This design comes from an exercise in tuning for small area, a short achievable clock period and few clock cycles per item on the open sky130 flow, not from production work.
The RTL was checked by simulation tests, not by an equivalence proof against the original design.
No activity file was given, so power comes from the tool's default toggle rates.

**flow/config.mk**
```make
export PLATFORM = sky130hd
export DESIGN_NAME = SQRTLOG
export DESIGN_NICKNAME = SQRTLOG
export VERILOG_FILES = /design/flow/design.v
export SDC_FILE = /design/flow/constraint.sdc
export NUM_CORES = 4
export LEC_CHECK = 0
export CAP_MARGIN = 20
export CORE_MARGIN = 2
export CORE_UTILIZATION = 40
export SETUP_SLACK_MARGIN = 3.5
export SLEW_MARGIN = 20
```
**flow/constraint.sdc**
```tcl
create_clock -name core_clock -period 8.0 [get_ports {clock}]
set_input_delay 1.6000 -clock core_clock [delete_from_list [all_inputs] [get_ports {clock}]]
set_output_delay 1.6000 -clock core_clock [all_outputs]
set_load 0.01 [all_outputs]
```
**flow/design.v**
```verilog
module SQRTLOG #(parameter NBITS = 20, M = 10, N = 10)
              (input logic clock, reset,
               input logic [1:0] op,
               input logic [NBITS-1:0] data_in,
               output logic done,
               output logic [NBITS-1:0] data_out);
  logic [16:0] w;
  logic [9:0]  f;
  logic [4:0]  ext;
  logic [16:0] r;
  assign f   = w[9:0];
  assign ext = w[14:10];
  assign r   = w;
  logic [1:0]  pr;      
  logic [1:0]  opr;     
  logic [3:0]  cnt;     
  logic [19:0] n16, n8, n4, n2, n1;
  logic [4:0]  lz;
  always_comb begin
    lz[4] = ~|data_in[19:4];
    n16   = lz[4] ? {data_in[3:0], 16'd0} : data_in;
    lz[3] = ~|n16[19:12];
    n8    = lz[3] ? {n16[11:0], 8'd0} : n16;
    lz[2] = ~|n8[19:16];
    n4    = lz[2] ? {n8[15:0], 4'd0} : n8;
    lz[1] = ~|n4[19:18];
    n2    = lz[1] ? {n4[17:0], 2'd0} : n4;
    lz[0] = ~n2[19];
    n1    = lz[0] ? {n2[18:0], 1'b0} : n2;
  end
  logic [9:0] f0;
  assign f0 = n1[18:9];                         
  logic [4:0] lzp;
  always_comb begin
    lzp = 5'd31;
    for (int i = 0; i < 20; i++)
      if (data_in[i]) lzp = 5'(19 - i);
  end
  logic [24:0] a0;
  logic [13:0] t308, t710;
  logic [14:0] te;
  always_comb begin
    case (lzp)
      5'd0: begin te = 15'h0009; t308 = 14'h0ad4; t710 = 14'h18f6; end
      5'd1: begin te = 15'h0008; t308 = 14'h09a0; t710 = 14'h1630; end
      5'd2: begin te = 15'h0007; t308 = 14'h086c; t710 = 14'h136a; end
      5'd3: begin te = 15'h0006; t308 = 14'h0738; t710 = 14'h10a4; end
      5'd4: begin te = 15'h0005; t308 = 14'h0604; t710 = 14'h0dde; end
      5'd5: begin te = 15'h0004; t308 = 14'h04d0; t710 = 14'h0b18; end
      5'd6: begin te = 15'h0003; t308 = 14'h039c; t710 = 14'h0852; end
      5'd7: begin te = 15'h0002; t308 = 14'h0268; t710 = 14'h058c; end
      5'd8: begin te = 15'h0001; t308 = 14'h0134; t710 = 14'h02c6; end
      5'd9: begin te = 15'h0000; t308 = 14'h0000; t710 = 14'h0000; end
      5'd10: begin te = 15'h7fff; t308 = 14'h3ecc; t710 = 14'h3d3a; end
      5'd11: begin te = 15'h7ffe; t308 = 14'h3d98; t710 = 14'h3a74; end
      5'd12: begin te = 15'h7ffd; t308 = 14'h3c64; t710 = 14'h37ae; end
      5'd13: begin te = 15'h7ffc; t308 = 14'h3b30; t710 = 14'h34e8; end
      5'd14: begin te = 15'h7ffb; t308 = 14'h39fc; t710 = 14'h3222; end
      5'd15: begin te = 15'h7ffa; t308 = 14'h38c8; t710 = 14'h2f5c; end
      5'd16: begin te = 15'h7ff9; t308 = 14'h3794; t710 = 14'h2c96; end
      5'd17: begin te = 15'h7ff8; t308 = 14'h3660; t710 = 14'h29d0; end
      5'd18: begin te = 15'h7ff7; t308 = 14'h352c; t710 = 14'h270a; end
      5'd19: begin te = 15'h7ff6; t308 = 14'h33f8; t710 = 14'h2444; end
      default: begin te = 'x; t308 = 'x; t710 = 'x; end
    endcase
    case (op)
      2'd2:    a0 = {{11{t308[13]}}, t308};
      2'd3:    a0 = {{11{t710[13]}}, t710};
      default: a0 = {te, 10'd0};
    endcase
  end
  logic [21:0] dx;
  logic [3:0]  top4;
  logic [1:0]  pr0;
  logic [3:0]  cnt_sq0;
  logic [16:0] r0;
  logic [19:0] q0;
  logic        nz;
  assign dx = {data_in, 2'b00};                 
  always_comb begin
    top4 = '0; pr0 = '0; cnt_sq0 = 4'd3;
    for (int k = 0; k < 10; k++)
      if (data_in[2*k+1 -: 2] != 2'b00) begin
        top4    = dx[2*k+3 -: 4];
        pr0     = (k >= 2) ? dx[2*k-1 -: 2] : 2'b00;
        cnt_sq0 = 4'(3 + k);
      end
  end
  assign nz   = |data_in;
  logic [4:0] rq;
  always_comb begin
    case (top4)
      4'd0: rq = 5'bxxxxx;
      4'd1: rq = 5'bxxxxx;
      4'd2: rq = 5'bxxxxx;
      4'd3: rq = 5'bxxxxx;
      4'd4: rq = 5'd0;
      4'd5: rq = 5'd2;
      4'd6: rq = 5'd4;
      4'd7: rq = 5'd6;
      4'd8: rq = 5'd8;
      4'd9: rq = 5'd1;
      4'd10: rq = 5'd3;
      4'd11: rq = 5'd5;
      4'd12: rq = 5'd7;
      4'd13: rq = 5'd9;
      4'd14: rq = 5'd11;
      4'd15: rq = 5'd13;
    endcase
    r0 = nz ? {13'd0, rq[4:1]} : 17'd0;
    q0 = nz ? {18'd0, 1'b1, rq[0]} : 20'd0;
  end
  logic [16:0] rn;
  logic        qb;
  assign rn = {r[14:0], pr} + {data_out[14:0] ^ {15{~r[16]}}, 2'b11};
  assign qb = ~rn[16];
  logic [1:0] prn;
  always_comb begin
    prn = 2'b00;
    for (int j = 5; j < 15; j++)
      if (cnt == 4'(j + 1)) prn = data_in[2*j-9 -: 2];
  end
  logic        b, b0;
  logic [11:0] s;
  logic [9:0]  fn;
  assign b  = f >= 10'd425;
  assign b0 = b ? (f >= 10'd699) : (f >= 10'd195);
  sqstep u_sq (.f(f), .s(s));
  assign fn = b ? {s[11], s[9:1]} : s[9:0];
  logic [9:0] kk;
  logic       k10;
  assign kk  = (opr == 2'd2) ? 10'd308 : (opr == 2'd3) ? 10'd710 : 10'd0;
  assign k10 = (opr == 2'd1);
  function automatic logic [24:0] addk(input logic [24:0] a);
    logic [10:0] c;
    logic        ci;
    logic [24:0] y;
    c[0] = 1'b0;
    for (int i = 0; i < 10; i++) begin
      y[i]   = a[i] ^ kk[i] ^ c[i];
      c[i+1] = kk[i] ? (a[i] | c[i]) : (a[i] & c[i]);
    end
    ci = c[10] | k10;
    for (int i = 10; i < 25; i++)
      y[i] = a[i] ^ (ci & (&(a[24:10] | (15'h7fff << (i - 10)))));
    addk = y;
  endfunction
  logic [24:0] a2, an, a4, af;
  assign a2 = {ext[3:0], data_out, 1'b0};
  assign an = b ? addk(a2) : a2;
  assign a4 = {an[23:0], 1'b0};
  assign af = b0 ? addk(a4) : a4;
  always_ff @(posedge clock) begin
    if (reset) begin
      done <= (op != 2'd0) && (f0 == 10'd0);
      pr   <= pr0;
      opr  <= op;
      if (op == 2'd0) begin
        w        <= r0;
        data_out <= q0;
        cnt      <= cnt_sq0;
      end else begin
        w        <= {2'b00, a0[24:20], f0};
        data_out <= a0[19:0];
        cnt      <= 4'd8;
      end
    end else begin
      cnt <= cnt - 4'd1;
      pr  <= prn;
      if (opr == 2'd0)
        w <= rn;
      else
        w <= {2'b00, an[24:20], fn};
      if (!done) begin
        if (cnt == 4'd0) done <= 1'b1;
        if (opr == 2'd0)
          data_out <= {data_out[18:0], qb};
        else if (cnt == 4'd0)
          data_out <= {{5{af[24]}}, af[24:10]};
        else
          data_out <= an[19:0];
      end
    end
  end
endmodule
module sqstep (input logic [9:0] f, output logic [11:0] s);
  logic t1;
  logic t2;
  logic t3;
  logic t4;
  logic t5;
  logic t6;
  logic t7;
  logic t8;
  logic t9;
  logic t10;
  logic t11;
  logic t12;
  logic t13;
  logic t14;
  logic t15;
  logic t16;
  logic t17;
  logic t18;
  logic t19;
  logic t20;
  logic t21;
  logic t22;
  logic t23;
  logic t24;
  logic t25;
  logic t26;
  logic t27;
  logic t28;
  logic t29;
  logic t30;
  logic t31;
  logic t32;
  logic t33;
  logic t34;
  logic t35;
  logic t36;
  logic t37;
  logic t38;
  logic t39;
  logic t40;
  logic t41;
  logic t42;
  logic t43;
  logic t44;
  logic t45;
  logic t46;
  logic t47;
  logic t48;
  logic t49;
  logic t50;
  logic t51;
  logic t52;
  logic t53;
  logic t54;
  logic t55;
  logic t56;
  logic t57;
  logic t58;
  logic t59;
  logic t60;
  logic t61;
  logic t62;
  logic t63;
  logic t64;
  logic t65;
  logic t66;
  logic t67;
  logic t68;
  logic t69;
  logic t70;
  logic t71;
  logic t72;
  assign t1 = (f[0] & f[7]) ^ (f[1] & f[6]);
  assign t2 = (f[0] & f[7]) & (f[1] & f[6]);
  assign t3 = (f[0] & f[8]) ^ (f[1] & f[7]);
  assign t4 = (f[0] & f[8]) & (f[1] & f[7]);
  assign t5 = (f[0] & f[9]) ^ (f[1] & f[8]) ^ (f[2] & f[7]);
  assign t6 = ((f[0] & f[9]) & (f[1] & f[8])) | ((f[0] & f[9]) & (f[2] & f[7])) | ((f[1] & f[8]) & (f[2] & f[7]));
  assign t7 = (f[3] & f[6]) ^ (f[4] & f[5]);
  assign t8 = (f[3] & f[6]) & (f[4] & f[5]);
  assign t9 = f[0] ^ (f[1] & f[9]) ^ (f[2] & f[8]);
  assign t10 = (f[0] & (f[1] & f[9])) | (f[0] & (f[2] & f[8])) | ((f[1] & f[9]) & (f[2] & f[8]));
  assign t11 = (f[3] & f[7]) ^ (f[4] & f[6]);
  assign t12 = (f[3] & f[7]) & (f[4] & f[6]);
  assign t13 = f[1] ^ (f[2] & f[9]) ^ (f[3] & f[8]);
  assign t14 = (f[1] & (f[2] & f[9])) | (f[1] & (f[3] & f[8])) | ((f[2] & f[9]) & (f[3] & f[8]));
  assign t15 = (f[4] & f[7]) ^ (f[5] & f[6]) ^ f[6];
  assign t16 = ((f[4] & f[7]) & (f[5] & f[6])) | ((f[4] & f[7]) & f[6]) | ((f[5] & f[6]) & f[6]);
  assign t17 = f[2] ^ (f[3] & f[9]) ^ (f[4] & f[8]);
  assign t18 = (f[2] & (f[3] & f[9])) | (f[2] & (f[4] & f[8])) | ((f[3] & f[9]) & (f[4] & f[8]));
  assign t19 = f[3] ^ (f[4] & f[9]) ^ (f[5] & f[8]);
  assign t20 = (f[3] & (f[4] & f[9])) | (f[3] & (f[5] & f[8])) | ((f[4] & f[9]) & (f[5] & f[8]));
  assign t21 = (f[0] & f[5]) ^ (f[1] & f[4]);
  assign t22 = (f[0] & f[5]) & (f[1] & f[4]);
  assign t23 = (f[0] & f[6]) ^ (f[1] & f[5]);
  assign t24 = (f[0] & f[6]) & (f[1] & f[5]);
  assign t25 = t1 ^ (f[2] & f[5]) ^ (f[3] & f[4]);
  assign t26 = (t1 & (f[2] & f[5])) | (t1 & (f[3] & f[4])) | ((f[2] & f[5]) & (f[3] & f[4]));
  assign t27 = t3 ^ (f[2] & f[6]) ^ (f[3] & f[5]);
  assign t28 = (t3 & (f[2] & f[6])) | (t3 & (f[3] & f[5])) | ((f[2] & f[6]) & (f[3] & f[5]));
  assign t29 = t5 ^ t7 ^ f[5];
  assign t30 = (t5 & t7) | (t5 & f[5]) | (t7 & f[5]);
  assign t31 = t9 ^ t11 ^ t6;
  assign t32 = (t9 & t11) | (t9 & t6) | (t11 & t6);
  assign t33 = t13 ^ t15 ^ t10;
  assign t34 = (t13 & t15) | (t13 & t10) | (t15 & t10);
  assign t35 = t17 ^ (f[5] & f[7]) ^ t14;
  assign t36 = (t17 & (f[5] & f[7])) | (t17 & t14) | ((f[5] & f[7]) & t14);
  assign t37 = t19 ^ (f[6] & f[7]) ^ f[7];
  assign t38 = (t19 & (f[6] & f[7])) | (t19 & f[7]) | ((f[6] & f[7]) & f[7]);
  assign t39 = f[4] ^ (f[5] & f[9]) ^ (f[6] & f[8]);
  assign t40 = (f[4] & (f[5] & f[9])) | (f[4] & (f[6] & f[8])) | ((f[5] & f[9]) & (f[6] & f[8]));
  assign t41 = f[5] ^ (f[6] & f[9]) ^ (f[7] & f[8]);
  assign t42 = (f[5] & (f[6] & f[9])) | (f[5] & (f[7] & f[8])) | ((f[6] & f[9]) & (f[7] & f[8]));
  assign t43 = (f[0] & f[3]) ^ (f[1] & f[2]);
  assign t44 = (f[0] & f[3]) & (f[1] & f[2]);
  assign t45 = (f[0] & f[4]) ^ (f[1] & f[3]);
  assign t46 = (f[0] & f[4]) & (f[1] & f[3]);
  assign t47 = t21 ^ (f[2] & f[3]) ^ f[3];
  assign t48 = (t21 & (f[2] & f[3])) | (t21 & f[3]) | ((f[2] & f[3]) & f[3]);
  assign t49 = t23 ^ (f[2] & f[4]) ^ t22;
  assign t50 = (t23 & (f[2] & f[4])) | (t23 & t22) | ((f[2] & f[4]) & t22);
  assign t51 = t25 ^ f[4] ^ t24;
  assign t52 = (t25 & f[4]) | (t25 & t24) | (f[4] & t24);
  assign t53 = t27 ^ t2 ^ t26;
  assign t54 = (t27 & t2) | (t27 & t26) | (t2 & t26);
  assign t55 = t29 ^ t4 ^ t28;
  assign t56 = (t29 & t4) | (t29 & t28) | (t4 & t28);
  assign t57 = t31 ^ t8 ^ t30;
  assign t58 = (t31 & t8) | (t31 & t30) | (t8 & t30);
  assign t59 = t33 ^ t12 ^ t32;
  assign t60 = (t33 & t12) | (t33 & t32) | (t12 & t32);
  assign t61 = t35 ^ t16 ^ t34;
  assign t62 = (t35 & t16) | (t35 & t34) | (t16 & t34);
  assign t63 = t37 ^ t18 ^ t36;
  assign t64 = (t37 & t18) | (t37 & t36) | (t18 & t36);
  assign t65 = t39 ^ t20 ^ t38;
  assign t66 = (t39 & t20) | (t39 & t38) | (t20 & t38);
  assign t67 = t41 ^ f[8] ^ t40;
  assign t68 = (t41 & f[8]) | (t41 & t40) | (f[8] & t40);
  assign t69 = f[6] ^ (f[7] & f[9]) ^ t42;
  assign t70 = (f[6] & (f[7] & f[9])) | (f[6] & t42) | ((f[7] & f[9]) & t42);
  assign t71 = f[7] ^ (f[8] & f[9]) ^ f[9];
  assign t72 = (f[7] & (f[8] & f[9])) | (f[7] & f[9]) | ((f[8] & f[9]) & f[9]);
  logic [20:0] ra, rb;
  logic [21:0] sum;
  assign ra = {f[9], f[8], t71, t69, t67, t65, t63, t61, t59, t57, t55, t53, t51, t49, t47, t45, t43, (f[0] & f[2]), (f[0] & f[1]), 1'b0, f[0]};
  assign rb = {1'b0, t72, t70, t68, t66, t64, t62, t60, t58, t56, t54, t52, t50, t48, t46, t44, f[2], 1'b0, f[1], 1'b0, 1'b0};
  assign sum = ra + rb;
  assign s = sum[21:10];
endmodule
```
**flow/flow/run.sh**
```bash
#!/bin/bash
cp standard.sh standard_sh.log
export BUFFER_PORTS_ARGS="-buffer_cell sky130_fd_sc_hd__buf_2"
bash standard.sh > standard.log 2>&1
```
**flow/standard.sh**
```bash
#!/bin/bash
# synth_recipe.tcl (not shown) runs the flow's synth.tcl, then flattens the netlist and writes it again
# the make line also repeats each setting of config.mk as NAME=value (left out here)
make -C /OpenROAD-flow-scripts/flow DESIGN_CONFIG=/design/flow/config.mk WORK_HOME=/design/flow/orfs CLKGATE_MAP_FILE= SYNTH_SCRIPT=/design/flow/synth_recipe.tcl "${@:-finish}"
```
==> results of run 1 <==
worst max path at each step:
stage / to / cells past startpoint
detailed placement: data_out[12]$_DFFE_PP_ / 12
floorplan: w[8]$_DFF_P_ / 20
finish: data_out[12]$_DFFE_PP_ / 12
CTS: data_out[12]$_DFFE_PP_ / 12
global route: data_out[12]$_DFFE_PP_ / 12
global placement: data_out[16]$_DFFE_PP_ / 11
sequential cells by signal, summed over array words and instances, names as in the netlist:
| signal | count |
|---|---|
| done | 1 |
| cnt | 4 |
| opr | 2 |
| pr | 2 |
| data_out | 20 |
| w | 16 |
cell type report:
cell class              count  area (um^2)
flip-flops and latches     45         1160
repair inverters            1         5.00
well taps                 275          344
inverters                  60          236
clock buffers               5          125
fillers                  2165        11500
clock inverters             3         46.3
repair buffers            104          678
multi-input cells         987         6960
stage by stage:
stage / hold WS [ps] / cell area (um^2) / cells
after floorplan: 494 / 8630 / 1209
after global placement: 529 / 8710 / 1420
after detailed placement: 546 / 8710 / 1420
after CTS: 549 / 9060 / 1441
after global routing: 579 / 9550 / 1480
final: 547 / 9550 / 1480
kinds of logic after synthesis:
group | Yosys count | synth area share
xor gates and xnor gates | 61 | 0.0623
muxes | 26 | 0.0308
adders and majority gates | 88 | 0.149
DFF | 45 | 0.131
and+or+nand+nor | 417 | 0.239
AOI/OAI and AO/OA | 394 | 0.301
buffers and inverters | 178 | 0.0875
cells in the final DEF, fill, tap and decap left out, types with 29 or more instances in the layout:
master	count
sky130_fd_sc_hd__nand2_1	116
sky130_fd_sc_hd__o21ai_0	89
sky130_fd_sc_hd__buf_2	44
sky130_fd_sc_hd__buf_4	58
sky130_fd_sc_hd__ha_1	58
sky130_fd_sc_hd__nor2_1	93
sky130_fd_sc_hd__a21oi_1	94
sky130_fd_sc_hd__nor3_1	29
sky130_fd_sc_hd__xnor2_1	39
sky130_fd_sc_hd__and2_1	35
sky130_fd_sc_hd__nand3_1	35
sky130_fd_sc_hd__inv_1	55
worst max-delay path: cells and delay by family:
kind,cells,cell delay (ps)
AO/OA/AOI/OAI,6,1070
buffers and inverters,4,1010
AND/OR/NAND/NOR,1,510
adder cells (fa/ha/maj),1,280
metal layers:
metal	vias to the layer above	GRT usage
met5	-	0
met4	0	0.0575
met3	55	0.0230
met2	398	0.392
met1	4300	0.366
li1	4388	-
report_power, final:
group	internal [mW]	switching, mW	total, mW
Sequential	0.355	0.228	0.582
Clock	0.148	0.0958	0.244
Combinational	1.74	2.03	3.77
Total	2.25	2.35	4.60
cells in the mapped netlist (9+ instances only):
master,n
sky130_fd_sc_hd__o21a_1,16
sky130_fd_sc_hd__nand2_1,116
sky130_fd_sc_hd__nand4_1,13
sky130_fd_sc_hd__fa_1,24
sky130_fd_sc_hd__or3_1,11
sky130_fd_sc_hd__a221oi_1,10
sky130_fd_sc_hd__o31ai_1,10
sky130_fd_sc_hd__mux2i_1,23
sky130_fd_sc_hd__o22ai_1,15
sky130_fd_sc_hd__edfxtp_1,22
sky130_fd_sc_hd__and3_1,9
sky130_fd_sc_hd__dfxtp_1,23
sky130_fd_sc_hd__nor2b_1,9
sky130_fd_sc_hd__clkbuf_1,87
sky130_fd_sc_hd__nor3_1,29
sky130_fd_sc_hd__xor2_1,21
sky130_fd_sc_hd__inv_1,59
sky130_fd_sc_hd__a22oi_1,9
sky130_fd_sc_hd__xnor2_1,40
sky130_fd_sc_hd__ha_1,64
sky130_fd_sc_hd__o221ai_1,10
sky130_fd_sc_hd__a21oi_1,96
sky130_fd_sc_hd__and2_1,38
sky130_fd_sc_hd__buf_4,21
sky130_fd_sc_hd__nor4_1,12
sky130_fd_sc_hd__o21ai_0,90
sky130_fd_sc_hd__nand3_1,36
sky130_fd_sc_hd__a31oi_1,15
sky130_fd_sc_hd__o211ai_1,23
sky130_fd_sc_hd__nor2_1,98
sky130_fd_sc_hd__nand2b_1,14
sky130_fd_sc_hd__a211oi_1,10
what timing repair did:
item / in CTS / in global routing
gates cloned: 0 / 2
endpoints found under the setup margin: 33 / 29
pin swaps: 3 / 14
resized for setup: 31 / 43
setup buffers: 13 / 37
==> run notes, run 1 <==
The run finished with no timing, DRC or antenna violations. The worst setup path is captured at a flip-flop. The launch instance of the worst min-delay path is cnt[0]$_DFF_P_. Entering global routing, the biggest net connects 41 pins.

Summed over all cells, the static leakage comes to 3.83 nW. The number of clock buffers added by TritonCTS is 5. The tightest min-delay check is of the reg2reg type. Timing analysis after detailed placement gives a worst setup slack of 2770 ps. The worst setup path is launched from an input port.

The fraction of layout cells with a size suffix above 1 is 0.155, and the summed negative setup slack over all endpoints is 0 ps. For this run the aggregate overflow at the end of global routing stands at 0. Data on the critical path arrives at its endpoint at 4490 ps. The first element of the critical path is data_in[8]. At the pin with the least slew margin, the transition time is 1040 ps. Clock tree synthesis found a total of 45 sinks.

The die extent in x was 150 um. STA puts the critical path data required time at 8040 ps. The maximum count of clock buffers along a single path came out at 2. Of all nets on the critical path, the largest fanout is 25. The headroom to the max-slew limit is 0.307, and the number of antenna violations at the first check in global routing is 0. Most area-hungry cell type in the Yosys netlist: sky130_fd_sc_hd__ha_1.

The average footprint of a synthesized cell was 7.10 um^2. The initialized floorplan defines 53 standard-cell rows. The die outline area was 0.0226 mm^2.

The category of the critical setup timing path was in2reg. The final routed wire length divided by cell count was 19.4 um; the part of the cycle the worst path needs was 0.556. Across the VDD grid, the largest voltage drop is 326 uV. Setup repair after global routing could not meet its margin everywhere. The die is 150 um tall. Synthesized instance count: 1209. Counting flops with a built-in enable in the synthesized netlist gives 22. During I/O placement, the number of pins put on the boundary was 45.

Measured in cells, the most critical reg-to-reg path has a length of 16. The ratio of total power to cell area was 481 mW/mm^2. TritonCTS built the clock tree. The final layout contains 1316 nets.

Hold repair after CTS inserted 0 buffers. The clock slew seen by the registers of the worst setup and hold paths was 70 ps. After detailed routing, the total wire length is 28.7 mm. The completed layout was analyzed and its total power is 4.60 mW.

The later pin in the worst-skew pair is clocked with a latency of 300 ps. The run gives 0 as the diode insertion count for antenna repair. The number of maximum-capacitance violations is 0, and the fraction of registers with async set or reset after synthesis is 0. For the final critical-path setup slack, the log shows 3550 ps. The number of routed nets with antenna violations was 0.

The number of flip-flops and latches in the synthesized netlist was 45. Timing would allow up to 0.225 GHz. The post-detailed-route via-to-cell ratio is 6.18.

The final critical path time including I/O delays and setup is 4450 ps, and the wire length on met2 is 12.8 mm. In this run the standard cell core region covers 0.0210 mm^2. The initial cell density of the core was 0.408. The critical path goes through buf_2 -> nor4_4 -> o21ai_0 -> a31oi_2 -> buf_4 -> clkinvlp_4 -> buf_4 -> ha_1 -> a211oi_1 -> a311oi_1 -> a221oi_1 -> o21ai_1.

The total global-route track usage is 0.249. The top flip-flop cell by instance count after synthesis was sky130_fd_sc_hd__dfxtp_1. The root buffer cell was sky130_fd_sc_hd__clkbuf_16. Compared with the post-synthesis result, the final layout area differs by 11.3%.

The top-area cell type share of the netlist area is 0.0933, and the number of remaining DRC errors is 0. Summed instance area of the synthesized netlist: 0.00858 mm^2. The placer congestion estimate was 0.944. Among all stages on the critical path, the largest delay is contributed by sky130_fd_sc_hd__nor4_4. In this run the register-to-register setup slack is 3670 ps. In the post-synthesis netlist, the biggest area contributors are sky130_fd_sc_hd__ha_1 (9.3%), sky130_fd_sc_hd__edfxtp_1 (7.7%), sky130_fd_sc_hd__a21oi_1 (5.6%).

Among the stages of the critical path, the cell type that occurs most often is sky130_fd_sc_hd__buf_4. The synthesis warning total is 1, and the net count after synthesis is 1321. The sum of met3 wire segment lengths after detailed routing came out at 2.14 mm. The cell depth of the worst min-delay path came out at 1. The critical register-to-register path startpoint was w[1]$_DFF_P_.

The detailed router placed 9141 vias in this run. In this design, the stage delay of the slowest critical-path cell is 510 ps. Detailed placement finished with a half-perimeter wire length of 20.6 mm. For the via count of the first global-routing pass, the log shows 8290. The detailed router used layers up to and including met4.

The tools report the number of hold violations in the final report as 0. For this block, wires on met1 add up to 13.2 mm. The total of endpoints with negative setup slack in the final report is 0. The first global-routing pass estimated 45.2 mm of wire. For the final count of pins violating max slew, the log shows 0. On the final layout, the worst clock skew is 9.83 ps. Register area share after synthesis: 0.131. Worst flop-to-flop path endpoint: w[8]$_DFF_P_. The number of design-rule violations left by the first detailed-router iteration is 1033.

In this run the number of H-tree levels came out at 2. For this run, the detailed router's first-pass iteration total came to 6. The final design utilization was 0.454; the number of input and output port buffers inserted was 44.

The tools report the endpoint of the worst hold path as cnt[0]$_DFF_P_. The unique cell type count in the Yosys netlist came out at 82.
Testbench counts, summed over its fixed seeds: cycles 17,952, ops 1,920.
==> run 2, diff against run 1 <==
--- a/flow/config.mk
+++ b/flow/config.mk
@@ -8,5 +8,5 @@
 export CAP_MARGIN = 20
 export CORE_MARGIN = 2
 export CORE_UTILIZATION = 40
-export SETUP_SLACK_MARGIN = 3.5
+export SETUP_SLACK_MARGIN = 4.2
 export SLEW_MARGIN = 20
==> run notes, run 2 <==
The run gives 0.266 (was 0.249) as the total global-route track usage. The xor and xnor area share after synthesis was 0.0623 (unchanged). Most area-hungry cell type in the Yosys netlist: sky130_fd_sc_hd__ha_1 (unchanged).

The post-detailed-route via-to-cell ratio works out to 6.26 (was 6.18). The first element of the critical path was w[1]$_DFF_P_ (was data_in[8]). The die outline area is 0.0226 mm^2 (unchanged).

The logs give 0.00898 mm^2 (was 0.00871 mm^2) for the post-detailed-placement cell area and 0 (unchanged) for the total of endpoints with negative setup slack in the final report. Cell with the most instances after synthesis: sky130_fd_sc_hd__nand2_1 (unchanged). Registers with the most flip-flops: data_out (20), w (16), cnt (4) (unchanged).

For the final design utilization, the log shows 0.532 (was 0.454). The final routed wire length divided by cell count is 20.2 um (was 19.4 um). The number of input and output port buffers inserted came out at 44 (unchanged). The depth of the CTS H-tree was 2 (unchanged); the total via count in the routed design was 9699 (was 9141). Unique cell type count in the Yosys netlist: 82 (unchanged). The headroom to the max-slew limit is 0.311 (was 0.307).

The critical path arrival is 4450 ps (was 4490 ps). The number of design-rule violations left by the first detailed-router iteration is 969 (was 1033). The top-area cell type share of the netlist area works out to 0.0933 (unchanged). The run gives 0 ps (unchanged) as the summed negative setup slack over all endpoints.

Most common library cells after synthesis: sky130_fd_sc_hd__nand2_1 (116), sky130_fd_sc_hd__nor2_1 (98), sky130_fd_sc_hd__a21oi_1 (96) (unchanged). The run gives 0.408 (unchanged) as the initial cell density of the core. Root buffer cell: sky130_fd_sc_hd__clkbuf_16 (unchanged). The compound-gate portion of the synthesized area is 0.301 (unchanged), and the worst slack at placement is 2990 ps (was 2770 ps). Path type of the worst min-delay path: reg2reg (unchanged). The maximum count of clock buffers along a single path is 2 (unchanged). For the diode insertion count for antenna repair, the log shows 0 (unchanged). The fraction of layout cells with a size suffix above 1 was 0.295 (was 0.155).

TritonCTS built the clock tree. The fraction of registers with async set or reset after synthesis is 0 (unchanged), and the die extent in x is 150 um (unchanged). Number of maximum-capacitance violations: 0 (unchanged).

The category of the critical setup timing path was reg2reg (was in2reg). The run gives 6.11 ps (was 9.83 ps) as the final clock skew. Commonest cells after routing, fill and taps aside: sky130_fd_sc_hd__buf_4 (114), sky130_fd_sc_hd__nand2_1 (111), sky130_fd_sc_hd__nor2_1 (83) (was sky130_fd_sc_hd__nand2_1 (116), sky130_fd_sc_hd__a21oi_1 (94), sky130_fd_sc_hd__nor2_1 (93)).

The number of routed nets with antenna violations is 0 (unchanged), and the register area share after synthesis is 0.131 (unchanged). The leakage dissipation is 4.39 nW (was 3.83 nW). The clock net sink count is 45 (unchanged). The data required time of the worst path was 8140 ps (was 8040 ps); the clock slew seen by the registers of the worst setup and hold paths was 60 ps (was 70 ps).

The adder and majority cell fraction of the synthesized area works out to 0.149 (unchanged). The total wirelength of the detailed-routed design was 31.3 mm (was 28.7 mm). The number of CTS-inserted buffers was 5 (unchanged).

The number of remaining DRC errors came out at 0 (unchanged). The launch instance of the worst min-delay path is cnt[0]$_DFF_P_ (unchanged). The synthesis warning total came out at 1 (unchanged). Nature of the critical path endpoint: a flip-flop (unchanged). The logs give 0 (unchanged) for the number of hold violations in the final report and 20.4 mm (was 20.6 mm) for the total half-perimeter wirelength after legalization and detailed placement. The net count after synthesis is 1321 (unchanged), and the final standard cell area without fillers is 0.0112 mm^2 (was 0.00955 mm^2). Number of nets in the finished design: 1386 (was 1316). The global-route wire length before repair was 48.1 mm (was 45.2 mm); the area taken by flip-flops and latches was 0.00116 mm^2 (about the same). The placer congestion estimate is 0.973 (was 0.944), and the area growth from synthesis to layout is 30.2% (was 11.3%).

The logs give 7 (was 6) for the first-pass iteration count of the detailed router and 5.27 mW (was 4.60 mW) for the overall power. The area inside the core boundary was 0.0210 mm^2 (unchanged); the final count of pins violating max slew was 0 (unchanged). Average footprint of a synthesized cell: 7.10 um^2 (unchanged). The number of synthesized flops with an enable pin is 22 (unchanged). Flip-flop count of the largest register after layout: 20 (unchanged). The run gives 0.00786 mm^2 (was 0.00696 mm^2) as the multi-input logic area. For the final critical-path setup slack, the log shows 3690 ps (was 3550 ps). The ratio of total power to cell area came out at 472 mW/mm^2 (was 481 mW/mm^2). The simple-gate area share of the yosys netlist was 0.239 (unchanged); the maximum vdd ir drop was 326 uV (about the same). The part of the cycle the worst path needs is 0.539 (was 0.556).

The run gives 0 (unchanged) as the number of antenna violations at the first check in global routing. Most common library cell in the layout ignoring fill and taps: sky130_fd_sc_hd__buf_4 (was sky130_fd_sc_hd__nand2_1). The logs give 290 ps (was 300 ps) for the clock latency reported for the late side of the worst-skew pair and 1209 (unchanged) for the synthesized instance count. The share of cell area taken by muxes after synthesis works out to 0.0308 (unchanged). Setup repair after global routing could not meet its margin everywhere. The top flip-flop cell by instance count after synthesis is sky130_fd_sc_hd__dfxtp_1 (unchanged). The run finished with no timing, DRC or antenna violations. The top register by number of flip-flops is data_out (unchanged). The highest clock rate is 0.232 GHz (was 0.225 GHz), and the maximum number of pins on one net before global-route repair is 41 (unchanged). The critical register-to-register path startpoint was w[1]$_DFF_P_ (unchanged). The I/O pin count was 45 (unchanged); the largest fanout on the critical path was 5 (was 25).

The logs give 0 (unchanged) for the remaining global-route overflow and 53 (unchanged) for the number of core rows. The count of fill cells added during filler insertion was 1931 (was 2165); the y dimension of the die was 150 um (unchanged). The summed instance area of the synthesized netlist is 0.00858 mm^2 (unchanged). Dominant combinational cell family by area after synthesis: compound AO/OA/AOI/OAI gates (unchanged). Top cells by area, synth: sky130_fd_sc_hd__ha_1 (9.3%), sky130_fd_sc_hd__edfxtp_1 (7.7%), sky130_fd_sc_hd__a21oi_1 (5.6%) (unchanged). The number of flip-flops and latches in the synthesized netlist was 45 (unchanged); the final critical path time including I/O delays and setup was 4310 ps (was 4450 ps). The via count of the first global-routing pass came out at 8656 (was 8290). The element type at the critical path start is a flip-flop (was an input port). The pin slew with the least headroom to its limit is 1030 ps (was 1040 ps).
[run 2: cell counts after synthesis]
Identical to the previous run, type by type.
[run 2: routing by layer]
metal	global-route usage	wire length (um)	vias up
met5	0	0	-
met4	0.0646	681	0
met3	0.0376	2520	60
met2	0.406	14100	436
met1	0.394	14000	4671
li1	-	-	4532
[run 2: cell families (layout without fill, tap and decap cells)]
group / Yosys count / in the layout
mux: 26 / 26
fa+ha+maj: 88 / 88
buf+inv: 178 / 241
compound gates: 394 / 396
xor+xnor: 61 / 61
flops: 45 / 45
simple gates: 417 / 418
[run 2: repair_timing]
item,in CTS,in global routing
endpoints found under the setup margin,35,32
gates cloned,5,0
hold endpoints to repair,0,0
setup buffers,72,45
hold buffers,0,0
pin swaps,38,45
gates resized for setup,156,96
[run 2: cell type report]
cell class,instances,area share
clock inverter,2,0.00302
sequential,45,0.104
tap,275,0.0308
multi-input combinational,989,0.703
clock buffer,6,0.0115
inverter,60,0.0236
timing repair buffer,172,0.123
timing repair inverter,1,0.00101
[run 2: stage by stage]
step,std cells,hold slack [ps]
2_1_floorplan,1209,494
3_3_place_gp,1420,533
3_5_place_dp,1420,543
4_1_cts,1505,555
5_1_grt,1550,568
6_report,1550,554
[run 2: critical path, cell delays in order (launching register included)]
cell and delay [ps]:
sky130_fd_sc_hd__dfxtp_4 360, sky130_fd_sc_hd__and2_4 160, sky130_fd_sc_hd__fa_1 500, sky130_fd_sc_hd__inv_1 50, sky130_fd_sc_hd__fa_1 500, sky130_fd_sc_hd__inv_1 60
sky130_fd_sc_hd__fa_1 530, sky130_fd_sc_hd__ha_4 220, sky130_fd_sc_hd__o21a_1 170, sky130_fd_sc_hd__o21a_1 160, sky130_fd_sc_hd__o21a_1 200, sky130_fd_sc_hd__o31a_1 240
sky130_fd_sc_hd__o311a_1 160, sky130_fd_sc_hd__o31a_1 290, sky130_fd_sc_hd__nor2_2 140, sky130_fd_sc_hd__mux2i_1 90, sky130_fd_sc_hd__o211ai_1 190, sky130_fd_sc_hd__o221ai_1 140
[run 2: worst paths after layout]
path / end / slack [ps] / cells past startpoint
min: cnt[0]$_DFF_P_ / 550 / 1
min reg2reg: cnt[0]$_DFF_P_ / 550 / 1
max reg2reg: w[8]$_DFF_P_ / 3690 / 17
max: w[8]$_DFF_P_ / 3690 / 17
[run 2: power breakdown]
group	switching (mW)	internal [mW]
clock network	0.0936	0.147
registers	0.209	0.355
logic	2.38	2.09
total	2.68	2.60
==> run 3, diff against run 2 <==
--- a/flow/config.mk
+++ b/flow/config.mk
@@ -8,5 +8,5 @@
 export CAP_MARGIN = 20
 export CORE_MARGIN = 2
 export CORE_UTILIZATION = 40
-export SETUP_SLACK_MARGIN = 4.2
+export SETUP_SLACK_MARGIN = 3.8
 export SLEW_MARGIN = 20
==> run notes, run 3 <==
Fraction of registers with async set or reset after synthesis: 0 (unchanged). The category of the critical setup timing path is reg2reg (unchanged). The logs give 0 (unchanged) for the final count of pins violating max slew and 0 (unchanged) for the number of maximum-capacitance violations. The total half-perimeter wirelength after legalization and detailed placement was 20.9 mm (was 20.4 mm). The remaining global-route overflow was 0 (unchanged); the global-route wire length before repair was 47.1 mm (was 48.1 mm).

For the total via count in the routed design, the log shows 9429 (was 9699). Top flip-flop cell by instance count after synthesis: sky130_fd_sc_hd__dfxtp_1 (unchanged). The diode insertion count for antenna repair came out at 0 (unchanged).

The most area-hungry cell type in the Yosys netlist is sky130_fd_sc_hd__ha_1 (unchanged). Number of core rows: 53 (unchanged). The final critical path time including I/O delays and setup is 4340 ps (was 4310 ps). The run gives 2 (unchanged) as the maximum count of clock buffers along a single path. The total global-route track usage is 0.263 (was 0.266). The die outline area is 0.0226 mm^2 (unchanged).

The total wirelength of the detailed-routed design was 30.3 mm (was 31.3 mm). Average footprint of a synthesized cell: 7.10 um^2 (unchanged). Top register by number of flip-flops: data_out (unchanged). The final clock skew came out at 7.87 ps (was 6.11 ps).

The tools report the highest clock rate as 0.231 GHz (was 0.232 GHz). The met1 track utilization from global routing was 0.389 (was 0.394); the y dimension of the die was 150 um (unchanged). The dominant combinational cell family by area after synthesis is compound AO/OA/AOI/OAI gates (unchanged). The total of endpoints with negative setup slack in the final report came out at 0 (unchanged). The tools report the number of nets in the finished design as 1332 (was 1386).

The data required time of the worst path was 8130 ps (was 8140 ps). The unique cell type count in the Yosys netlist was 82 (unchanged); the I/O pin count was 45 (unchanged). The synthesis warning total is 1 (unchanged), and the critical path arrival is 4470 ps (was 4450 ps). Most common library cells after synthesis: sky130_fd_sc_hd__nand2_1 (116), sky130_fd_sc_hd__nor2_1 (98), sky130_fd_sc_hd__a21oi_1 (96) (unchanged).

The net count after synthesis was 1321 (unchanged); the top-area cell type share of the netlist area was 0.0933 (unchanged). For the summed instance area of the synthesized netlist, the log shows 0.00858 mm^2 (unchanged). Setup repair after global routing could not meet its margin everywhere.

For the register area share after synthesis, the log shows 0.131 (unchanged). The number of flip-flops and latches in the synthesized netlist was 45 (unchanged). The logs give 953 (was 969) for the number of design-rule violations left by the first detailed-router iteration and 3660 ps (was 3690 ps) for the setup slack of the most critical reg-to-reg path. For the depth of the CTS H-tree, the log shows 2 (unchanged). TritonCTS built the clock tree. Most common library cell in the layout ignoring fill and taps: sky130_fd_sc_hd__nand2_1 (was sky130_fd_sc_hd__buf_4). The compound-gate portion of the synthesized area is 0.301 (unchanged).

The tools report the leakage dissipation as 3.91 nW (was 4.39 nW). The cell with the most instances after synthesis was sky130_fd_sc_hd__nand2_1 (unchanged). Summed negative setup slack over all endpoints: 0 ps (unchanged). The die extent in x is 150 um (unchanged). The number of input and output port buffers inserted was 44 (unchanged).

The clock latency reported for the late side of the worst-skew pair came out at 300 ps (was 290 ps). The area inside the core boundary came out at 0.0210 mm^2 (unchanged). Registers with the most flip-flops: data_out (20), w (16), cnt (4) (unchanged).

The area growth from synthesis to layout was 15.2% (was 30.2%); the part of the cycle the worst path needs was 0.542 (was 0.539). The ratio of total power to cell area is 480 mW/mm^2 (was 472 mW/mm^2), and the initial cell density of the core is 0.408 (unchanged). Commonest cells after routing, fill and taps aside: sky130_fd_sc_hd__nand2_1 (115), sky130_fd_sc_hd__a21oi_1 (89), sky130_fd_sc_hd__nor2_1 (89) (was sky130_fd_sc_hd__buf_4 (114), sky130_fd_sc_hd__nand2_1 (111), sky130_fd_sc_hd__nor2_1 (83)).

The number of antenna violations at the first check in global routing is 0 (unchanged), and the area taken by flip-flops and latches is 0.00116 mm^2 (about the same). The post-detailed-route via-to-cell ratio was 6.30 (was 6.26); the first-pass iteration count of the detailed router was 5 (was 7). Adder and majority cell fraction of the synthesized area: 0.149 (unchanged).

The number of synthesized flops with an enable pin was 22 (unchanged). Count of fill cells added during filler insertion: 2118 (was 1931). The simple-gate area share of the yosys netlist was 0.239 (unchanged). The root buffer cell was sky130_fd_sc_hd__clkbuf_16 (unchanged). The path type of the worst min-delay path was reg2reg (unchanged). The flip-flop count of the largest register after layout is 20 (unchanged), and the number of hold violations in the final report is 0 (unchanged). The final routed wire length divided by cell count came out at 20.3 um (was 20.2 um). The largest fanout on the critical path is 5 (unchanged). The layer carrying the most global-route usage is met2 (unchanged). The fraction of layout cells with a size suffix above 1 came out at 0.197 (was 0.295).

The xor and xnor area share after synthesis is 0.0623 (unchanged). The final design utilization came out at 0.470 (was 0.532). The number of remaining DRC errors was 0 (unchanged).

Element type at the critical path start: a flip-flop (unchanged). For the multi-input logic area, the log shows 0.00716 mm^2 (was 0.00786 mm^2). Number of CTS-inserted buffers: 5 (unchanged). Nature of the critical path endpoint: a flip-flop (unchanged). For the global-route track usage on met2, the log shows 0.402 (was 0.406). The maximum number of pins on one net before global-route repair is 41 (unchanged), and the synthesized instance count is 1209 (unchanged). Clock net sink count: 45 (unchanged). The maximum vdd ir drop was 335 uV (was 326 uV); the number of routed nets with antenna violations was 0 (unchanged).

The run finished with no timing, DRC or antenna violations. Top cells by area, synth: sky130_fd_sc_hd__ha_1 (9.3%), sky130_fd_sc_hd__edfxtp_1 (7.7%), sky130_fd_sc_hd__a21oi_1 (5.6%) (unchanged). The pin slew with the least headroom to its limit works out to 1110 ps (was 1030 ps).

The placer congestion estimate was 0.954 (was 0.973). The global routing met3 resource utilization was 0.0318 (was 0.0376); the share of cell area taken by muxes after synthesis was 0.0308 (unchanged). The clock slew seen by the registers of the worst setup and hold paths came out at 70 ps (was 60 ps). The headroom to the max-slew limit was 0.257 (was 0.311). The via count of the first global-routing pass was 8412 (was 8656).
run 3: cell counts after synthesis:
No cell type changed its count.
run 3: cells by family (layout without fill, tap and decap cells):
family                     count (synthesis)  in the layout
xor gates and xnor gates                  61             61
muxes                                     26             26
AOI/OAI and AO/OA                        394            394
buffers and inverters                    178            189
and+or+nand+nor                          417            418
adders and majority gates                 88             88
DFF                                       45             45
run 3: worst paths after layout:
check                    start      endpoint  cells past startpoint
setup reg to reg  w[1]$_DFF_P_  w[8]$_DFF_P_                     17
hold reg to reg   done$_DFF_P_  done$_DFF_P_                      2
setup / recovery  w[1]$_DFF_P_  w[8]$_DFF_P_                     17
hold / removal    done$_DFF_P_  done$_DFF_P_                      2
run 3: layout make-up:
cell class | count | area share
multi-input cells | 987 | 0.724
flip-flops and latches | 45 | 0.117
repair buffers | 119 | 0.0836
well taps | 275 | 0.0348
inverters | 60 | 0.0242
clock buffers | 5 | 0.0127
clock inverters | 3 | 0.00228
repair inverters | 2 | 0.00127
run 3: where the power goes:
group | leakage [nW] | total (mW) | internal (mW) | switching, mW
combinational | 3.40 | 3.97 | 1.81 | 2.16
clock | 0.0621 | 0.218 | 0.116 | 0.102
sequential | 0.446 | 0.556 | 0.354 | 0.202
total | 3.91 | 4.74 | 2.28 | 2.47
run 3: routing by layer:
| metal | routed length, um | part of all wire |
|---|---|---|
| met5 | 0 | 0 |
| met4 | 750 | 0.025 |
| met3 | 2690 | 0.089 |
| met2 | 13500 | 0.45 |
| met1 | 13400 | 0.44 |
run 3: what timing repair did:
action / 4_1_cts / 5_1_grt
gates cloned: 3 / 0
resized for setup: 50 / 82
endpoints found under the hold margin: 0 / 0
setup endpoints to repair: 34 / 30
setup buffers: 47 / 17
pin swaps: 8 / 43
hold buffers: 0 / 0
run 3: critical path: stages (launching register included):
cell	delay, ps
sky130_fd_sc_hd__dfxtp_4	370
sky130_fd_sc_hd__and2_4	160
sky130_fd_sc_hd__fa_1	490
sky130_fd_sc_hd__inv_1	50
sky130_fd_sc_hd__fa_1	480
sky130_fd_sc_hd__inv_1	60
sky130_fd_sc_hd__fa_1	540
sky130_fd_sc_hd__ha_4	220
sky130_fd_sc_hd__o21a_1	170
sky130_fd_sc_hd__o21a_1	170
sky130_fd_sc_hd__o21a_1	180
sky130_fd_sc_hd__o31a_1	240
sky130_fd_sc_hd__o311a_4	140
sky130_fd_sc_hd__o31a_1	330
sky130_fd_sc_hd__nor2_2	110
sky130_fd_sc_hd__mux2i_1	90
sky130_fd_sc_hd__o211ai_1	220
sky130_fd_sc_hd__o221ai_1	160
run 3: stage by stage:
step | power, mW | hold slack (ps) | setup WS (ps) | area, um^2 | instances
3_5_place_dp | 3.79 | 550 | 2850 | 8750 | 1421
6_report | 4.74 | 570 | 3660 | 9890 | 1496
2_1_floorplan | 3.18 | 494 | 3640 | 8690 | 1209
4_1_cts | 4.39 | 564 | 3690 | 9440 | 1479
3_3_place_gp | 3.77 | 550 | 2840 | 8750 | 1421
5_1_grt | 5.24 | 585 | 3460 | 9890 | 1496
==> run 4, diff against run 3 <==
==> flow/run.sh (new file) <==
#!/bin/bash
# synth_recipe.tcl (not shown) runs the flow's synth.tcl, then flattens the netlist and writes it again
# the make line also repeats each setting of config.mk as NAME=value (left out here)
make -C /OpenROAD-flow-scripts/flow DESIGN_CONFIG=/design/flow/config.mk WORK_HOME=/design/flow/orfs CLKGATE_MAP_FILE= SYNTH_SCRIPT=/design/flow/synth_recipe.tcl finish
--- a/flow/config.mk
+++ b/flow/config.mk
@@ -8,5 +8,6 @@
 export CAP_MARGIN = 20
 export CORE_MARGIN = 2
 export CORE_UTILIZATION = 40
-export SETUP_SLACK_MARGIN = 3.8
+export SETUP_SLACK_MARGIN = 3.5
 export SLEW_MARGIN = 20
+export TNS_END_PERCENT = 10
removed: flow/flow/run.sh
removed: flow/standard.sh
==> run notes, run 4 <==
For the maximum vdd ir drop, the log shows 304 uV (was 335 uV). The total wirelength of the detailed-routed design came out at 28.8 mm (was 30.3 mm). The flip-flop count of the largest register after layout was 20 (unchanged). The part of the cycle the worst path needs works out to 0.556 (was 0.542). The largest stage delay on the critical path was 590 ps (was 540 ps); the diode insertion count for antenna repair was 0 (unchanged). Setup repair after global routing could not meet its margin everywhere. The total via count in the routed design came out at 9062 (was 9429). Clock latency reported for the late side of the worst-skew pair: 300 ps (about the same). The maximum count of clock buffers along a single path was 2 (unchanged); the number of flip-flops and latches in the synthesized netlist was 45 (unchanged). The internal portion of total power was 2.06 mW (was 2.28 mW); the number of remaining DRC errors was 0 (unchanged). The root buffer cell is sky130_fd_sc_hd__clkbuf_16 (unchanged). The area inside the core boundary is 0.0210 mm^2 (unchanged). The number of routed nets with antenna violations was 0 (unchanged). The tools report the critical path arrival as 4650 ps (was 4470 ps). The most numerous cell type found on the critical path is sky130_fd_sc_hd__o21a_1. The via count of the first global-routing pass was 8380 (was 8412). The logs give 0.051 (was 0.046) for the clock group share of total power and 0 (unchanged) for the total of endpoints with negative setup slack in the final report. The run gives 0.139 (was 0.117) as the share of total power in sequential cells. The area growth from synthesis to layout was 11.7% (was 15.2%). Die outline area: 0.0226 mm^2 (unchanged). The logs give 45 (unchanged) for the clock net sink count and 1209 (unchanged) for the synthesized instance count.

The number of maximum-capacitance violations is 0 (unchanged), and the final critical path time including I/O delays and setup is 4450 ps (was 4340 ps). The number of antenna violations at the first check in global routing was 0 (unchanged); the die extent in x was 150 um (unchanged). The number of design-rule violations left by the first detailed-router iteration was 936 (was 953).

The path type of the worst min-delay path was reg2reg (unchanged). Top cells by area, synth: sky130_fd_sc_hd__ha_1 (9.3%), sky130_fd_sc_hd__edfxtp_1 (7.7%), sky130_fd_sc_hd__a21oi_1 (5.6%) (unchanged). The most area-hungry cell type in the Yosys netlist is sky130_fd_sc_hd__ha_1 (unchanged). The global-route wire length before repair came out at 46.1 mm (was 47.1 mm). The top flip-flop cell by instance count after synthesis is sky130_fd_sc_hd__dfxtp_1 (unchanged). The most common library cell in the layout ignoring fill and taps was sky130_fd_sc_hd__nand2_1 (unchanged). The post-detailed-route via-to-cell ratio is 6.21 (was 6.30).

TritonCTS built the clock tree. The number of input and output port buffers inserted works out to 44 (unchanged). Average footprint of a synthesized cell: 7.10 um^2 (unchanged). The y dimension of the die is 150 um (unchanged), and the unique cell type count in the Yosys netlist is 82 (unchanged). The run finished with no timing, DRC or antenna violations.

The tools report the placer congestion estimate as 0.895 (was 0.954). Most common library cells after synthesis: sky130_fd_sc_hd__nand2_1 (116), sky130_fd_sc_hd__nor2_1 (98), sky130_fd_sc_hd__a21oi_1 (96) (unchanged). The post-route worst hold slack was 560 ps (was 570 ps); the count of fill cells added during filler insertion was 2136 (was 2118).

For the I/O pin count, the log shows 45 (unchanged). The depth of the CTS H-tree is 2 (unchanged), and the largest fanout on the critical path is 8 (was 5). The final clock skew came out at 9.21 ps (was 7.87 ps). Commonest cells after routing, fill and taps aside: sky130_fd_sc_hd__nand2_1 (116), sky130_fd_sc_hd__a21oi_1 (95), sky130_fd_sc_hd__nor2_1 (89), sky130_fd_sc_hd__o21ai_0 (89), sky130_fd_sc_hd__ha_1 (61) (was sky130_fd_sc_hd__nand2_1 (115), sky130_fd_sc_hd__a21oi_1 (89), sky130_fd_sc_hd__nor2_1 (89)). The clock slew seen by the registers of the worst setup and hold paths works out to 70 ps (about the same). For the leakage dissipation, the log shows 3.76 nW (was 3.91 nW). The headroom to the max-slew limit is 0.325 (was 0.257), and the ratio of total power to cell area is 451 mW/mm^2 (was 480 mW/mm^2). The cell with the most instances after synthesis was sky130_fd_sc_hd__nand2_1 (unchanged). The hold buffer count at CTS was 0 (unchanged); the maximum number of pins on one net before global-route repair was 40 (was 41). The run gives 6 (was 5) as the first-pass iteration count of the detailed router. The category of the critical setup timing path is reg2reg (unchanged). Registers with the most flip-flops: data_out (20), w (16), cnt (4) (unchanged).

The combinational fraction of design power was 0.809 (was 0.837). Number of CTS-inserted buffers: 5 (unchanged). The tools report the summed negative setup slack over all endpoints as 0 ps (unchanged).

Top register by number of flip-flops: data_out (unchanged). The power spent charging and discharging nets is 2.27 mW (was 2.47 mW). The nature of the critical path endpoint is a flip-flop (unchanged). The tools report the total half-perimeter wirelength after legalization and detailed placement as 20.6 mm (was 20.9 mm). The element type at the critical path start is a flip-flop (unchanged). The total global-route track usage came out at 0.256 (was 0.263). The number of synthesized flops with an enable pin is 22 (unchanged), and the number of nets in the finished design is 1295 (was 1332). The final routed wire length divided by cell count is 19.7 um (was 20.3 um), and the summed instance area of the synthesized netlist is 0.00858 mm^2 (unchanged). The remaining global-route overflow is 0 (unchanged). Worst path cell trace: buf_4 -> and2_1 -> fa_1 -> fa_1 -> fa_1 -> ha_4 -> o21a_1 -> o21a_1 -> o21a_1 -> o31a_1 -> o311a_1 -> o21a_1 -> or2_2 -> a31oi_2 -> o211ai_1 -> o221ai_1 (was and2_4 -> fa_1 -> inv_1 -> fa_1 -> inv_1 -> fa_1 -> ha_4 -> o21a_1 -> o21a_1 -> o21a_1 -> o31a_1 -> o311a_4 -> o31a_1 -> nor2_2 -> mux2i_1 -> o211ai_1 -> o221ai_1). The logs give 0 (unchanged) for the final count of pins violating max slew and 53 (unchanged) for the number of core rows. Number of hold violations in the final report: 0 (unchanged).

The fraction of layout cells with a size suffix above 1 was 0.106 (was 0.197). The net count after synthesis came out at 1321 (unchanged). The initial cell density of the core came out at 0.408 (unchanged). The fraction of registers with async set or reset after synthesis came out at 0 (unchanged). The logs give 8200 ps (was 8130 ps) for the data required time of the worst path and 0.225 GHz (was 0.231 GHz) for the highest clock rate.

The share of total power consumed by net switching was 0.524 (was 0.520); the register area share after synthesis was 0.131 (unchanged). The top-area cell type share of the netlist area came out at 0.0933 (unchanged). The pin slew with the least headroom to its limit was 1010 ps (was 1110 ps). Slowest cell on the critical path: sky130_fd_sc_hd__fa_1 (unchanged). The synthesis warning total came out at 1 (unchanged).
==> run 4: cell counts after synthesis <==
No cell type changed its count.
==> run 4: worst paths after layout <==
| path | slack [ps] | from | endpoint | depth (start not counted) |
|---|---|---|---|---|
| max | 3550 | w[1]$_DFF_P_ | w[8]$_DFF_P_ | 16 |
| min | 560 | done$_DFF_P_ | done$_DFF_P_ | 2 |
| max reg2reg | 3550 | w[1]$_DFF_P_ | w[8]$_DFF_P_ | 16 |
| min reg2reg | 560 | done$_DFF_P_ | done$_DFF_P_ | 2 |
==> run 4: area by class of cell <==
type                    instances  area [um^2]  share of cell area
clock inverters                 3         26.3             0.00274
repair buffers                 82          732              0.0764
repair inverters                2         10.0             0.00104
flip-flops and latches         45         1160               0.121
well taps                     275          344              0.0359
inverters                      60          235              0.0245
multi-input cells             987         6950               0.725
clock buffers                   5          125              0.0131
==> run 4: cells by family after synthesis <==
family | after synthesis | share of synthesized area
and+or+nand+nor | 417 | 0.239
AOI/OAI and AO/OA | 394 | 0.301
buffers and inverters | 178 | 0.0875
adders and majority gates | 88 | 0.149
xor gates and xnor gates | 61 | 0.0623
DFF | 45 | 0.131
muxes | 26 | 0.0308
==> run 4: per-stage QoR <==
step / total power, mW / setup slack, ps / cells / utilization / area [um^2]
finish: 4.32 / 3550 / 1459 / 0.456 / 9590
global route: 4.84 / 3350 / 1459 / 0.456 / 9590
CTS: 4.13 / 3470 / 1448 / 0.447 / 9390
detailed placement: 3.81 / 2390 / 1422 / 0.425 / 8940
global placement: 3.78 / 2280 / 1422 / 0.425 / 8940
floorplan: 3.11 / 3490 / 1209 / - / 8590
==> run 4: per-layer routing <==
| layer | GRT usage | vias to the layer above | part of all wire |
|---|---|---|---|
| met5 | 0 | - | 0 |
| met4 | 0.0486 | 0 | 0.014 |
| met3 | 0.0406 | 33 | 0.073 |
| met2 | 0.394 | 366 | 0.45 |
| met1 | 0.379 | 4319 | 0.47 |
| li1 | - | 4344 | - |
==> run 4: critical path, delay by kind of cell (launching register included) <==
| family | cells | cell delay, ps |
|---|---|---|
| DFF | 1 | 370 |
| buffers and inverters | 1 | 160 |
| adders and majority gates | 4 | 1770 |
| and+or+nand+nor | 2 | 470 |
| AOI/OAI and AO/OA | 9 | 1570 |
==> run 4: power groups by stage <==
stage	registers [mW]	clock network (mW)	logic, mW
after floorplan	0.413	0	2.70
after CTS	0.596	0.221	3.32
final	0.603	0.223	3.50
after global placement	0.623	0	3.16
after detailed placement	0.622	0	3.19
after global routing	0.620	0.230	3.99
==> run 4: what timing repair did <==
action | 4_1_cts | 5_1_grt
gates resized for setup | 67 | 42
cloned | 3 | 0
hold endpoints to repair | 0 | 0
setup buffers | 15 | 11
endpoints found under the setup margin | 37 | 32
pin swaps | 3 | 5
==> run 5, diff against run 4 <==
--- a/flow/config.mk
+++ b/flow/config.mk
@@ -10,4 +10,3 @@
 export CORE_UTILIZATION = 40
 export SETUP_SLACK_MARGIN = 3.5
 export SLEW_MARGIN = 20
-export TNS_END_PERCENT = 10
==> run notes, run 5 <==
The leakage dissipation is 3.88 nW (was 3.76 nW). The run gives 988 (was 936) as the number of design-rule violations left by the first detailed-router iteration. The run finished with no timing, DRC or antenna violations. The run gives 0 (unchanged) as the number of hold violations in the final report. The critical register-to-register path startpoint is w[1]$_DFF_P_ (unchanged). The flip-flop count of the largest register after layout is 20 (unchanged), and the unique cell type count in the Yosys netlist is 82 (unchanged). The run gives 0 (unchanged) as the total of endpoints with negative setup slack in the final report. Cell with the most instances after synthesis: sky130_fd_sc_hd__nand2_1 (unchanged). The critical path arrival came out at 4360 ps (was 4650 ps). Number of CTS-inserted buffers: 5 (unchanged). The register area share after synthesis was 0.131 (unchanged).

Top cells by area, synth: sky130_fd_sc_hd__ha_1 (9.3%), sky130_fd_sc_hd__edfxtp_1 (7.7%), sky130_fd_sc_hd__a21oi_1 (5.6%) (unchanged). The total wirelength of the detailed-routed design came out at 29.0 mm (was 28.8 mm). The tools report the root buffer cell as sky130_fd_sc_hd__clkbuf_16 (unchanged). The final count of pins violating max slew is 0 (unchanged). The number of core rows came out at 53 (unchanged). Worst path cell trace: dlygate4sd2_1 -> or2_2 -> a21oi_1 -> o31a_1 -> o21ai_4 -> buf_4 -> ha_1 -> nor2_1 -> a2111oi_1 -> nor2_1 -> a22oi_1 -> o2bb2ai_1 (was buf_4 -> and2_1 -> fa_1 -> fa_1 -> fa_1 -> ha_4 -> o21a_1 -> o21a_1 -> o21a_1 -> o31a_1 -> o311a_1 -> o21a_1 -> or2_2 -> a31oi_2 -> o211ai_1 -> o221ai_1).

The largest stage delay on the critical path was 520 ps (was 590 ps); the die outline area was 0.0226 mm^2 (unchanged). The tools report the data required time of the worst path as 8040 ps (was 8200 ps). The run gives 1422 (unchanged) as the number of placed instances with taps included. Remaining global-route overflow: 0 (unchanged). The final instance count without filler cells was 1479 (was 1459). The tools report the synthesis warning total as 1 (unchanged).

Commonest cells after routing, fill and taps aside: sky130_fd_sc_hd__nand2_1 (115), sky130_fd_sc_hd__a21oi_1 (95), sky130_fd_sc_hd__o21ai_0 (89) (was sky130_fd_sc_hd__nand2_1 (116), sky130_fd_sc_hd__a21oi_1 (95), sky130_fd_sc_hd__nor2_1 (89), sky130_fd_sc_hd__o21ai_0 (89), sky130_fd_sc_hd__ha_1 (61)). The total global-route track usage was 0.252 (was 0.256). The die extent in x works out to 150 um (unchanged). The pin slew with the least headroom to its limit came out at 1070 ps (was 1010 ps). The clock slew seen by the registers of the worst setup and hold paths was 70 ps (about the same). The run gives 0.231 GHz (was 0.225 GHz) as the highest clock rate.

The maximum vdd ir drop is 335 uV (was 304 uV), and the fraction of layout cells with a size suffix above 1 is 0.126 (was 0.106). Part of the cycle the worst path needs: 0.541 (was 0.556). The tools report the first-pass iteration count of the detailed router as 5 (was 6). Final critical path time including I/O delays and setup: 4320 ps (was 4450 ps). The synthesized instance count was 1209 (unchanged).

The slowest cell on the critical path is sky130_fd_sc_hd__dlygate4sd2_1 (was sky130_fd_sc_hd__fa_1). The post-detailed-route via-to-cell ratio is 6.17 (was 6.21). The launch instance of the worst min-delay path was cnt[0]$_DFF_P_ (was done$_DFF_P_).

The clock latency reported for the late side of the worst-skew pair came out at 300 ps (about the same). Top register by number of flip-flops: data_out (unchanged). Registers with the most flip-flops: data_out (20), w (16), cnt (4) (unchanged).

The via count of the first global-routing pass is 8300 (was 8380), and the final clock skew is 8.23 ps (was 9.21 ps). The final routed wire length divided by cell count came out at 19.6 um (was 19.7 um). The run gives 20.4 mm (was 20.6 mm) as the total half-perimeter wirelength after legalization and detailed placement.

Cell occurring most often along the worst timing path: sky130_fd_sc_hd__nor2_1 (was sky130_fd_sc_hd__o21a_1). Most common library cells after synthesis: sky130_fd_sc_hd__nand2_1 (116), sky130_fd_sc_hd__nor2_1 (98), sky130_fd_sc_hd__a21oi_1 (96) (unchanged). Number of remaining DRC errors: 0 (unchanged). I/O pin count: 45 (unchanged). Number of routed nets with antenna violations: 0 (unchanged). The tools report the depth of the CTS H-tree as 2 (unchanged).

The number of synthesized flops with an enable pin was 22 (unchanged). For the area inside the core boundary, the log shows 0.0210 mm^2 (unchanged). The category of the critical setup timing path is in2reg (was reg2reg). Largest fanout on the critical path: 9 (was 8). The nature of the critical path endpoint is a flip-flop (unchanged).

The post-detailed-placement cell area is 0.00894 mm^2 (unchanged), and the global-route wire length before repair is 45.8 mm (was 46.1 mm). The tools report the element type at the critical path start as an input port (was a flip-flop). The fraction of registers with async set or reset after synthesis is 0 (unchanged). Total via count in the routed design: 9125 (was 9062). The number of flip-flops and latches in the synthesized netlist was 45 (unchanged); the average footprint of a synthesized cell was 7.10 um^2 (unchanged). The placer congestion estimate was 0.933 (was 0.895). The tools report the initial cell density of the core as 0.408 (unchanged).

The most common library cell in the layout ignoring fill and taps was sky130_fd_sc_hd__nand2_1 (unchanged). The top-area cell type share of the netlist area is 0.0933 (unchanged). Setup repair after global routing left no endpoint under its margin. The headroom to the max-slew limit came out at 0.290 (was 0.325). The number of input and output port buffers inserted is 44 (unchanged). The run gives 1321 (unchanged) as the net count after synthesis.

The tools report the maximum number of pins on one net before global-route repair as 41 (was 40). The number of antenna violations at the first check in global routing was 1 (was 0). For the number of nets in the finished design, the log shows 1314 (was 1295).

The logs give 0.00981 mm^2 (was 0.00959 mm^2) for the final standard cell area without fillers and 0 ps (unchanged) for the summed negative setup slack over all endpoints. Ratio of total power to cell area: 458 mW/mm^2 (was 451 mW/mm^2). The count of fill cells added during filler insertion is 2093 (was 2136). For the maximum count of clock buffers along a single path, the log shows 2 (unchanged).

Most area-hungry cell type in the Yosys netlist: sky130_fd_sc_hd__ha_1 (unchanged). The area growth from synthesis to layout came out at 14.3% (was 11.7%). The summed instance area of the synthesized netlist was 0.00858 mm^2 (unchanged); the y dimension of the die was 150 um (unchanged).

The top flip-flop cell by instance count after synthesis was sky130_fd_sc_hd__dfxtp_1 (unchanged). The clock net sink count is 45 (unchanged). TritonCTS built the clock tree. The path type of the worst min-delay path was reg2reg (unchanged). The tools report the first element of the critical path as data_in[11] (was w[1]$_DFF_P_). Number of maximum-capacitance violations: 0 (unchanged).
==> run 5: cell counts after synthesis <==
No cell type changed its count.
==> run 5: area by class of cell <==
class	count	area (um^2)	area share
clock buffers	6	129	0.0131
diodes	1	2.50	0.000255
inverters	60	239	0.0244
flip-flops and latches	45	1160	0.118
clock inverters	2	33.8	0.00344
repair inverters	2	12.5	0.00128
multi-input cells	987	7040	0.718
well taps	275	344	0.0351
repair buffers	101	851	0.0867
==> run 5: worst max-delay path: cells and delay by family <==
kind	cells	cell delay [ps]
buffers and inverters	2	750
AOI/OAI and AO/OA	6	1350
and+or+nand+nor	3	430
adders and majority gates	1	230
==> run 5: cell families after synthesis <==
group / after synthesis / share of synthesized area
compound gates: 394 / 0.301
buf+inv: 178 / 0.0875
fa+ha+maj: 88 / 0.149
flops: 45 / 0.131
xor+xnor: 61 / 0.0623
mux: 26 / 0.0308
simple gates: 417 / 0.239
==> run 5: timing repair <==
| action | CTS | global route |
|---|---|---|
| gates resized for setup | 61 | 68 |
| gates cloned | 2 | 1 |
| endpoints found under the setup margin | 37 | 33 |
| hold buffers | 0 | 0 |
| buffers inserted | 20 | 25 |
| pin swaps | 2 | 12 |
==> run 5: power breakdown <==
group          switching [mW]  internal (mW)  total (mW)
clock                  0.0949          0.147       0.242
combinational            1.98           1.69        3.67
sequential              0.223          0.354       0.578
==> run 5: path summary, 6_finish.rpt <==
path	end	slack (ps)	cells past startpoint
min reg2reg	cnt[0]$_DFF_P_	550	1
min	cnt[0]$_DFF_P_	550	1
max reg2reg	w[8]$_DFF_P_	3680	17
max	data_out[6]$_DFFE_PP_	3680	12
==> run 5: routing by layer <==
| metal | up-vias | track usage | share of wire |
|---|---|---|---|
| li1 | 4377 | - | - |
| met1 | 4295 | 0.374 | 0.46 |
| met2 | 402 | 0.381 | 0.43 |
| met3 | 51 | 0.0424 | 0.082 |
| met4 | 0 | 0.0552 | 0.020 |
| met5 | - | 0 | 0 |
==> run 5: stage by stage <==
step	worst slack [ps]	util	hold slack [ps]	total power, mW
finish	3680	0.467	548	4.49
floorplan	3500	-	494	3.17
CTS	3440	0.449	554	4.18
global route	3480	0.467	593	4.95
global placement	2050	0.425	541	3.79
detailed placement	2260	0.425	543	3.81

==> re-timing with driven ports <==
No port has a modelled driver above. Below, the same layouts with a new extraction and two added sets of constraints. Step 1 sets driving cells, clkbuf_16 on the clock port and buf_2 on the other inputs (assumed; they add their load-dependent delay and slew). Step 2, shift: input delay + t, output delay - t, t = (earliest + latest rising clock arrival at the registers) / 2. This alone moves slack from input paths to output paths. a / b / c = ideal / step 1 / step 2; a / b = the first two.
| run | t, ns | setup slack, ns | latest minus earliest clock arrival (ns) | pins driven straight from the clock port |
|---|---|---|---|---|
| run 1 | 0.331 | 3.553 / 3.575 / 3.244 | 0.009 / 0.010 | 1 |
| run 2 | 0.331 | 3.687 / 3.687 / 3.687 | 0.006 / 0.006 | 1 |
| run 3 | 0.338 | 3.664 / 3.664 / 3.565 | 0.008 / 0.008 | 1 |
| run 4 | 0.343 | 3.554 / 3.554 / 3.306 | 0.010 / 0.009 | 1 |
| run 5 | 0.338 | 3.675 / 3.680 / 3.358 | 0.008 / 0.009 | 1 |
After both steps setup and hold are still met in every run listed. For run 5, which loses most, drivers alone change the setup slack by +0.005 ns; drivers and shift together by -0.317 ns.
